What follows belongs to an exercise in optimizing a design on an open flow for small area; a production flow would make more cautious choices. Only simulation tests tie the RTL to the original design; equivalence was not proved. Power is estimated from default activity; no workload was simulated.

Setup of run 1:
// SystolicArray
module SystolicArray #(parameter SIZE = 4, parameter DATA_WIDTH = 8)(
    input [SIZE*DATA_WIDTH-1:0] A,
    input [SIZE*DATA_WIDTH-1:0] B,
    input clk,
    input rst,
    output done,
    output [SIZE*SIZE*2*DATA_WIDTH-1:0] C
);
For scale: roughly 3800 cells after synthesis, ~320 I/O pins, about 48000 µm² of cells after synthesis.
==> flow/config.mk <==
export PLATFORM = sky130hd
export DESIGN_NAME = SystolicArray
export DESIGN_NICKNAME = SystolicArray
export VERILOG_FILES = /design/flow/design.v
export SDC_FILE = /design/flow/constraint.sdc
export NUM_CORES = 4
export LEC_CHECK = 0
export ABC_AREA = 1
export CAP_MARGIN = 20
export CORE_MARGIN = 2
export CORE_UTILIZATION = 55
export PLACE_DENSITY = 0.7
export SETUP_SLACK_MARGIN = 0.2
export SLEW_MARGIN = 20
export SYNTH_HIERARCHICAL = 1
==> flow/constraint.sdc <==
create_clock -name core_clock -period 6.0 [get_ports {clk}]
set_input_delay 1.2000 -clock core_clock [delete_from_list [all_inputs] [get_ports {clk}]]
set_output_delay 1.2000 -clock core_clock [all_outputs]
set_load 0.01 [all_outputs]
standard.sh (not shown) runs the stock make flow with config.mk's settings and CLKGATE_MAP_FILE= SYNTH_SCRIPT=/design/flow/synth_recipe.tcl, a recipe that flattens the netlist after the stock synthesis.
==> flow/flow/run.sh <==
#!/bin/bash
set -o pipefail
export BUFFER_PORTS_ARGS="-buffer_cell sky130_fd_sc_hd__buf_1"
export CTS_ARGS="-sink_clustering_enable -repair_clock_nets -dont_use_dummy_load -buf_list {sky130_fd_sc_hd__clkbuf_4 sky130_fd_sc_hd__clkbuf_8}"
bash standard.sh > standard_flow.log 2>&1
Here is what was changed in the inputs of run 2 compared with run 1.
# run 1
export LEC_CHECK = 0
export ABC_AREA = 1
export CAP_MARGIN = 20
export CORE_MARGIN = 2
export CORE_UTILIZATION = 55
export PLACE_DENSITY = 0.7
export SETUP_SLACK_MARGIN = 0.2
export SLEW_MARGIN = 20
export SYNTH_HIERARCHICAL = 1
create_clock -name core_clock -period 6.0 [get_ports {clk}]
# run 2
export LEC_CHECK = 0
export ABC_AREA = 1
export CAP_MARGIN = 20
export CORE_MARGIN = 2
export CORE_UTILIZATION = 65
export PLACE_DENSITY = 0.75
export SETUP_SLACK_MARGIN = 0.2
export SLEW_MARGIN = 20
export SYNTH_HIERARCHICAL = 1
create_clock -name core_clock -period 6.0 [get_ports {clk}]
==> flow/flow/run.sh <==
#!/bin/bash
set -o pipefail
export BUFFER_PORTS_ARGS="-buffer_cell sky130_fd_sc_hd__buf_1"
export CTS_ARGS="-sink_clustering_enable -repair_clock_nets -dont_use_dummy_load -buf_list {sky130_fd_sc_hd__clkbuf_16} -sink_clustering_size 30 -sink_clustering_max_diameter 100"
bash standard.sh > standard_flow.log 2>&1
Findings:
Compared with run 1, run 2 shows power of the sequential group that has gone down slightly.
Between run 2 and run 1, it is run 2 whose CTS H-tree depth is lower, by 2.
The clock-pin slew on the worst setup and hold paths reported for run 2 is greater than that of run 1 by 0.04 ns.
Filler cell count in the final layout shrinks by more than a quarter when moving from run 1 to run 2.
Die size: run 2 is under run 1
Changes in run 3 relative to run 2:
# run 2
export LEC_CHECK = 0
export ABC_AREA = 1
export CAP_MARGIN = 20
export CORE_MARGIN = 2
export CORE_UTILIZATION = 65
export PLACE_DENSITY = 0.75
export SETUP_SLACK_MARGIN = 0.2
export SLEW_MARGIN = 20
export SYNTH_HIERARCHICAL = 1
create_clock -name core_clock -period 6.0 [get_ports {clk}]
# run 3
export LEC_CHECK = 0
export ABC_AREA = 1
export CAP_MARGIN = 20
export CORE_MARGIN = 2
export CORE_UTILIZATION = 40
export PLACE_DENSITY = 0.6
export SETUP_SLACK_MARGIN = 0.2
export SLEW_MARGIN = 20
export SYNTH_HIERARCHICAL = 1
create_clock -name core_clock -period 6.0 [get_ports {clk}]
==> flow/flow/run.sh <==
#!/bin/bash
set -o pipefail
export BUFFER_PORTS_ARGS="-buffer_cell sky130_fd_sc_hd__buf_1"
export CTS_ARGS="-sink_clustering_enable -repair_clock_nets -dont_use_dummy_load -buf_list {sky130_fd_sc_hd__clkbuf_4 sky130_fd_sc_hd__clkbuf_8}"
bash standard.sh > standard_flow.log 2>&1
--- outcome ---
- Between run 3 and run 2, the difference in multi-input logic area is negligible.
- Run 2 ended up with pe03_acc[12]$_DFF_PN0_ as its capturing instance or port of the critical path; run 3 ended up with pe12_acc[12]$_DFF_PN0_.
- For flip-flop and latch area, run 3 and run 2 come out practically identical.
- Timing, DRC, antenna: 0 failures across run 3 and run 2
- Critical path depth ended up 1 higher on run 3 than on run 2.
- Going from run 2 to run 3, final worst-path setup slack higher; number of iterations in the first detailed-routing pass higher.
Edits applied to the flow inputs when going from run 3 to run 4:
# run 3
export LEC_CHECK = 0
export ABC_AREA = 1
export CAP_MARGIN = 20
export CORE_MARGIN = 2
export CORE_UTILIZATION = 40
export PLACE_DENSITY = 0.6
export SETUP_SLACK_MARGIN = 0.2
export SLEW_MARGIN = 20
export SYNTH_HIERARCHICAL = 1
create_clock -name core_clock -period 6.0 [get_ports {clk}]
# run 4
export LEC_CHECK = 0
export ABC_AREA = 1
export CAP_MARGIN = 20
export CORE_MARGIN = 2
export CORE_UTILIZATION = 65
export PLACE_DENSITY = 0.75
export SETUP_SLACK_MARGIN = 0.2
export SLEW_MARGIN = 20
export SYNTH_HIERARCHICAL = 1
create_clock -name core_clock -period 6.0 [get_ports {clk}]
==> flow/flow/run.sh <==
#!/bin/bash
set -o pipefail
export BUFFER_PORTS_ARGS="-buffer_cell sky130_fd_sc_hd__buf_1"
export CTS_ARGS="-sink_clustering_enable -repair_clock_nets -dont_use_dummy_load -buf_list {sky130_fd_sc_hd__clkbuf_8} -sink_clustering_size 16 -sink_clustering_max_diameter 60"
bash standard.sh > standard_flow.log 2>&1
==> comparison <==
Net total in the final layout ended up 92 lower on run 4 than on run 3. Of run 4 and run 3, the run reporting the lower net switching power was run 4. Relative to run 3, per-cell via count in the routed design increased by 0.66 in run 4. In run 4, post-route minimum period is higher than in run 3. Run 4 ended up with a lower total die area than run 3 did. Taking run 3 as the reference, in run 4 final worst slack has decreased, sequential share of cell area saw an increase.

-- re-timing with driven ports --
The results above use ideal ports. As a check the final layouts listed here were re-extracted and re-timed, cells and wires unchanged. Step 1 sets driving cells, clkbuf_16 on the clock port and buf_2 on the other inputs (assumed; they add their load-dependent delay and slew). Step 2 moves the port delays by t, midway between the first and last clock arrival at a register: inputs arrive t later, outputs are due t later. That takes back most of the time a late clock gives input paths. Slacks: ideal ports / drivers / drivers and shift; pairs: ideal ports / drivers.
run	shift t [ns]	setup slack, ns	worst setup path after step 2	latest minus earliest clock arrival (ns)
run 1	0.847	0.350 / 0.350 / 0.350	register to register	0.077 / 0.077
run 2	0.646	0.296 / 0.296 / 0.296	register to register	0.070 / 0.070
run 3	0.903	0.327 / 0.327 / 0.327	register to register	0.116 / 0.116
run 4	0.709	0.271 / 0.271 / 0.271	register to register	0.097 / 0.098
After both steps every run listed still meets setup and hold.
